Context: an optimization exercise on an open-source flow, tuned for small area. The choices shown serve that exercise and are no tape-out recipe.
Only simulation tests tie the RTL to the original design; equivalence was not proved.
No driver is modelled on the clock port, so clock power and skew are understated where the tree is cut down; a real chip needs a root buffer or a tree.
Power figures rest on the tool's default switching activity, not on a simulated workload.

## MAIN
module MAIN(
    input c,
    input d,
    input e,
    input clk,
    input rst,
    output [3:0] data,
    output [7:0] ledsx,
    output [7:0] ledsy
);
==> flow/config.mk <==
export PLATFORM = sky130hd
export DESIGN_NAME = MAIN
export DESIGN_NICKNAME = MAIN
export VERILOG_FILES = /design/flow/design.v
export SDC_FILE = /design/flow/constraint.sdc
export NUM_CORES = 4
export LEC_CHECK = 0
export CAP_MARGIN = 20
export CORE_MARGIN = 2
export CORE_UTILIZATION = 40
export SLEW_MARGIN = 20
==> flow/constraint.sdc <==
create_clock -name core_clock -period 5.0 [get_ports {clk}]
set_input_delay 1.0000 -clock core_clock [delete_from_list [all_inputs] [get_ports {clk}]]
set_output_delay 1.0000 -clock core_clock [all_outputs]
set_load 0.01 [all_outputs]
standard.sh (not shown) runs the stock make flow with config.mk's settings and CLKGATE_MAP_FILE= SYNTH_SCRIPT=/design/flow/synth_recipe.tcl, a recipe that flattens the netlist after the stock synthesis.
==> flow/flow/run.sh <==
#!/bin/bash
# Standard synthesis, then an area-oriented remap of the combinational
# logic (registers untouched, proven equivalent), then the standard layout
# with small port buffers and a hand-built clock buffer level.
set -euo pipefail
HERE=$(pwd)
LIB=$FLOW_HOME/platforms/$FLOW_PLATFORM/lib/sky130_fd_sc_hd__tt_025C_1v80.lib
RES=$HERE/orfs/results/$FLOW_PLATFORM/MAIN/base

bash standard.sh synth > make_synth.log 2>&1
cp $RES/1_2_yosys.v $HERE/std_synth.v

DU=$(sed 's/^/-dont_use /' flow/dont_use.txt | tr '\n' ' ')
best=$HERE/std_synth.v
best_area=1e9
for s in a b; do
  cat > reopt_$s.ys <<EOS
read_liberty -ignore_miss_func $LIB
setattr -mod -set keep_hierarchy 1 sky130_fd_sc_hd__dfxtp_1 sky130_fd_sc_hd__edfxtp_1
read_verilog $HERE/std_synth.v
hierarchy -top $FLOW_TOP
flatten
opt -purge
abc -liberty $LIB $DU -script $HERE/flow/reopt_$s.abc
opt_clean -purge
setundef -zero
hilomap -singleton -hicell sky130_fd_sc_hd__conb_1 HI -locell sky130_fd_sc_hd__conb_1 LO
insbuf -buf sky130_fd_sc_hd__buf_1 A X
splitnets
opt_clean -purge
tee -o $HERE/reopt_${s}_stat.txt stat -liberty $LIB
select $FLOW_TOP
write_verilog -noattr -nohex -nodec -selected $HERE/reopt_$s.v
EOS
  yosys -l reopt_${s}_yosys.log -s reopt_$s.ys > /dev/null 2>&1 || continue
  cat > equiv_$s.ys <<EOS
read_liberty -ignore_miss_func $LIB
read_verilog $HERE/std_synth.v
rename $FLOW_TOP gold
read_verilog $HERE/reopt_$s.v
rename $FLOW_TOP gate
flatten
opt_clean -purge
rename -hide w:_*
rename -hide w:\\\\_*
async2sync
equiv_make gold gate eq
hierarchy -top eq
equiv_simple -seq 2
equiv_induct -seq 2
equiv_status -assert
EOS
  if yosys -l equiv_${s}_yosys.log -s equiv_$s.ys > /dev/null 2>&1; then
    a=$(grep "Chip area for module '.$FLOW_TOP'" reopt_${s}_stat.txt | awk '{print $NF}')
    echo "remap $s: area $a, proven equivalent" >> reopt_choice.log
    if awk "BEGIN{exit !($a < $best_area)}"; then best=$HERE/reopt_$s.v; best_area=$a; fi
  else
    echo "remap $s: equivalence not proven, not used" >> reopt_choice.log
  fi
done
echo "using $best" >> reopt_choice.log
cp $best $RES/1_2_yosys.v
rm -f $RES/1_synth.odb $RES/1_synth.sdc

export BUFFER_PORTS_ARGS="-buffer_cell sky130_fd_sc_hd__buf_1"
export PRE_CTS_TCL=$HERE/flow/manual_cts.tcl
export MANUAL_CTS_BUF=sky130_fd_sc_hd__clkbuf_8
export MANUAL_CTS_N=4
bash standard.sh > make_layout.log 2>&1
==> flow/flow/manual_cts.tcl <==
# Clock buffering in place of TritonCTS: the register clock pins are split
# into MANUAL_CTS_N groups of equal size by position (balanced k-means); one clock buffer, placed at
# the centre of its group, drives each group straight from the clock port.
set block [ord::get_db_block]
set db [ord::get_db]
set master [$db findMaster $::env(MANUAL_CTS_BUF)]
set k $::env(MANUAL_CTS_N)
set clk_net [$block findNet clk]
set sinks [$clk_net getITerms]
set pts {}
foreach it $sinks {
  set b [[$it getInst] getBBox]
  lappend pts [list [expr {([$b xMin] + [$b xMax]) / 2}] [expr {([$b yMin] + [$b yMax]) / 2}]]
}
set n [llength $pts]
# initial centres: spread along the sinks sorted by x
set order [lsort -integer -index 0 [lmap p $pts {set p}]]
set cs {}
for {set i 0} {$i < $k} {incr i} {
  lappend cs [lindex $order [expr {int(($i + 0.5) * $n / $k)}]]
}
set cap [expr {($n + $k - 1) / $k}]
for {set iter 0} {$iter < 50} {incr iter} {
  # balanced assignment: sink-centre pairs in order of distance, each
  # centre taking at most cap sinks
  set pairs {}
  set pi 0
  foreach p $pts {
    for {set i 0} {$i < $k} {incr i} {
      set c [lindex $cs $i]
      lappend pairs [list [expr {abs([lindex $p 0] - [lindex $c 0]) + abs([lindex $p 1] - [lindex $c 1])}] $pi $i]
    }
    incr pi
  }
  set asg [lrepeat $n -1]
  set cnt [lrepeat $k 0]
  foreach pr [lsort -integer -index 0 $pairs] {
    lassign $pr d pi i
    if {[lindex $asg $pi] >= 0 || [lindex $cnt $i] >= $cap} continue
    lset asg $pi $i
    lset cnt $i [expr {[lindex $cnt $i] + 1}]
  }
  set ncs {}
  for {set i 0} {$i < $k} {incr i} {
    set sx 0; set sy 0; set m 0
    foreach p $pts a $asg {
      if {$a == $i} { set sx [expr {$sx + [lindex $p 0]}]; set sy [expr {$sy + [lindex $p 1]}]; incr m }
    }
    if {$m > 0} { lappend ncs [list [expr {$sx / $m}] [expr {$sy / $m}]] } else { lappend ncs [lindex $cs $i] }
  }
  set cs $ncs
}
for {set i 0} {$i < $k} {incr i} {
  set buf [odb::dbInst_create $block $master clkbuf_leaf_$i]
  set bnet [odb::dbNet_create $block clknet_leaf_$i]
  $bnet setSigType CLOCK
  set m 0
  foreach it $sinks a $asg {
    if {$a == $i} { $it disconnect; $it connect $bnet; incr m }
  }
  [$buf findITerm A] connect $clk_net
  [$buf findITerm X] connect $bnet
  set c [lindex $cs $i]
  $buf setLocation [lindex $c 0] [lindex $c 1]
  $buf setPlacementStatus PLACED
  puts "manual clock buffer $i: $m sinks at $c"
}
global_connect
rename ::clock_tree_synthesis ::clock_tree_synthesis_unused
proc ::clock_tree_synthesis {args} { puts "clock_tree_synthesis skipped: clock buffered by hand" }
Other scripts of this flow, unchanged in this note and not shown: flow/flow/dont_use.txt, flow/flow/reopt_a.abc, flow/flow/reopt_b.abc
==> next run, changes <==
--- a/flow/flow/run.sh
+++ b/flow/flow/run.sh
@@ -68 +68 @@
-export MANUAL_CTS_N=4
+export MANUAL_CTS_N=3
After rerunning: The new run completed with no timing, DRC or antenna violations. Cell count stays flat. Worst hold slack gains 0.0085 ns. Die area is unchanged. Global-route usage hardly moves. Critical path depth stays the same. Maximum frequency goes down slightly. Register-to-register slack hardly moves. Via count barely changes.
==> next run, changes <==
--- a/flow/flow/run.sh
+++ b/flow/flow/run.sh
@@ -67,2 +67,2 @@
-export MANUAL_CTS_BUF=sky130_fd_sc_hd__clkbuf_8
-export MANUAL_CTS_N=3
+export MANUAL_CTS_BUF=sky130_fd_sc_hd__clkbuf_16
+export MANUAL_CTS_N=2
Result: The new run completed without violations. Clock power grows by a few percent. Hold slack got worse by 0.0038 ns. Cell area increases slightly. Worst setup slack barely changes. Total power climbs slightly. Critical path depth stays the same. Via count is about the same. Core utilization rose by 0.16 points. Sequential share of layout area decreases by 0.18 points.
==> next run, changes <==
--- a/flow/flow/run.sh
+++ b/flow/flow/run.sh
@@ -67,2 +67,2 @@
-export MANUAL_CTS_BUF=sky130_fd_sc_hd__clkbuf_16
-export MANUAL_CTS_N=2
+export MANUAL_CTS_BUF=sky130_fd_sc_hd__clkbuf_8
+export MANUAL_CTS_N=4
--- a/flow/flow/manual_cts.tcl
+++ b/flow/flow/manual_cts.tcl
@@ -2 +2 @@
-# into MANUAL_CTS_N groups of equal size by position (balanced k-means); one clock buffer, placed at
+# into MANUAL_CTS_N groups by position (k-means); one clock buffer, placed at
@@ -22 +21,0 @@
-set cap [expr {($n + $k - 1) / $k}]
@@ -24,4 +23 @@
-  # balanced assignment: sink-centre pairs in order of distance, each
-  # centre taking at most cap sinks
-  set pairs {}
-  set pi 0
+  set asg {}
@@ -28,0 +25 @@
+    set best 0; set bd -1
@@ -31 +28,2 @@
-      lappend pairs [list [expr {abs([lindex $p 0] - [lindex $c 0]) + abs([lindex $p 1] - [lindex $c 1])}] $pi $i]
+      set d [expr {abs([lindex $p 0] - [lindex $c 0]) + abs([lindex $p 1] - [lindex $c 1])}]
+      if {$bd < 0 || $d < $bd} { set bd $d; set best $i }
@@ -33,9 +31 @@
-    incr pi
-  }
-  set asg [lrepeat $n -1]
-  set cnt [lrepeat $k 0]
-  foreach pr [lsort -integer -index 0 $pairs] {
-    lassign $pr d pi i
-    if {[lindex $asg $pi] >= 0 || [lindex $cnt $i] >= $cap} continue
-    lset asg $pi $i
-    lset cnt $i [expr {[lindex $cnt $i] + 1}]
+    lappend asg $best
Synthesized area does not change.
Utilization stays flat.
Via count is about the same.
Final area barely changes.
Worst setup slack improved by 0.039 ns.
Routed wire length rose slightly.
Total power hardly moves.
Global-route usage hardly moves.
Clock skew rose by 0.030 ns.
Final cell count rose slightly.
No run of this note takes its clock network from TritonCTS; it comes from the design's own scripts or RTL.

afterwards: timing with drivers on the ports:
The flow's constraints put no driver on any port. The routed layouts listed below were extracted and timed again, unchanged, in two steps.
Step 1 (the two cells are an assumption about what drives the block):
set clk [get_ports {clk}]
set_driving_cell -lib_cell sky130_fd_sc_hd__clkbuf_16 $clk
set_driving_cell -lib_cell sky130_fd_sc_hd__buf_2 [delete_from_list [all_inputs] $clk]
Step 2, shift: input delay + t, output delay - t, t = (earliest + latest rising clock arrival at the registers) / 2. This alone moves slack from input paths to output paths.
Slacks: ideal ports / drivers / drivers and shift; pairs: ideal ports / drivers.
run	t (ns)	setup WS [ns]	worst hold slack (ns)	worst data-port slew with drivers (ns)	pins driven straight from the clock port
the first run	0.208	2.360 / 2.306 / 2.495	0.369 / 0.369 / 0.369	0.03	4
the second run	0.225	2.329 / 2.279 / 2.482	0.378 / 0.378 / 0.378	0.03	3
the third run	0.214	2.331 / 2.285 / 2.490	0.374 / 0.374 / 0.374	0.03	2
the fourth run	0.212	2.370 / 2.317 / 2.468	0.332 / 0.332 / 0.332	0.03	4
After both steps every run listed still meets setup and hold.
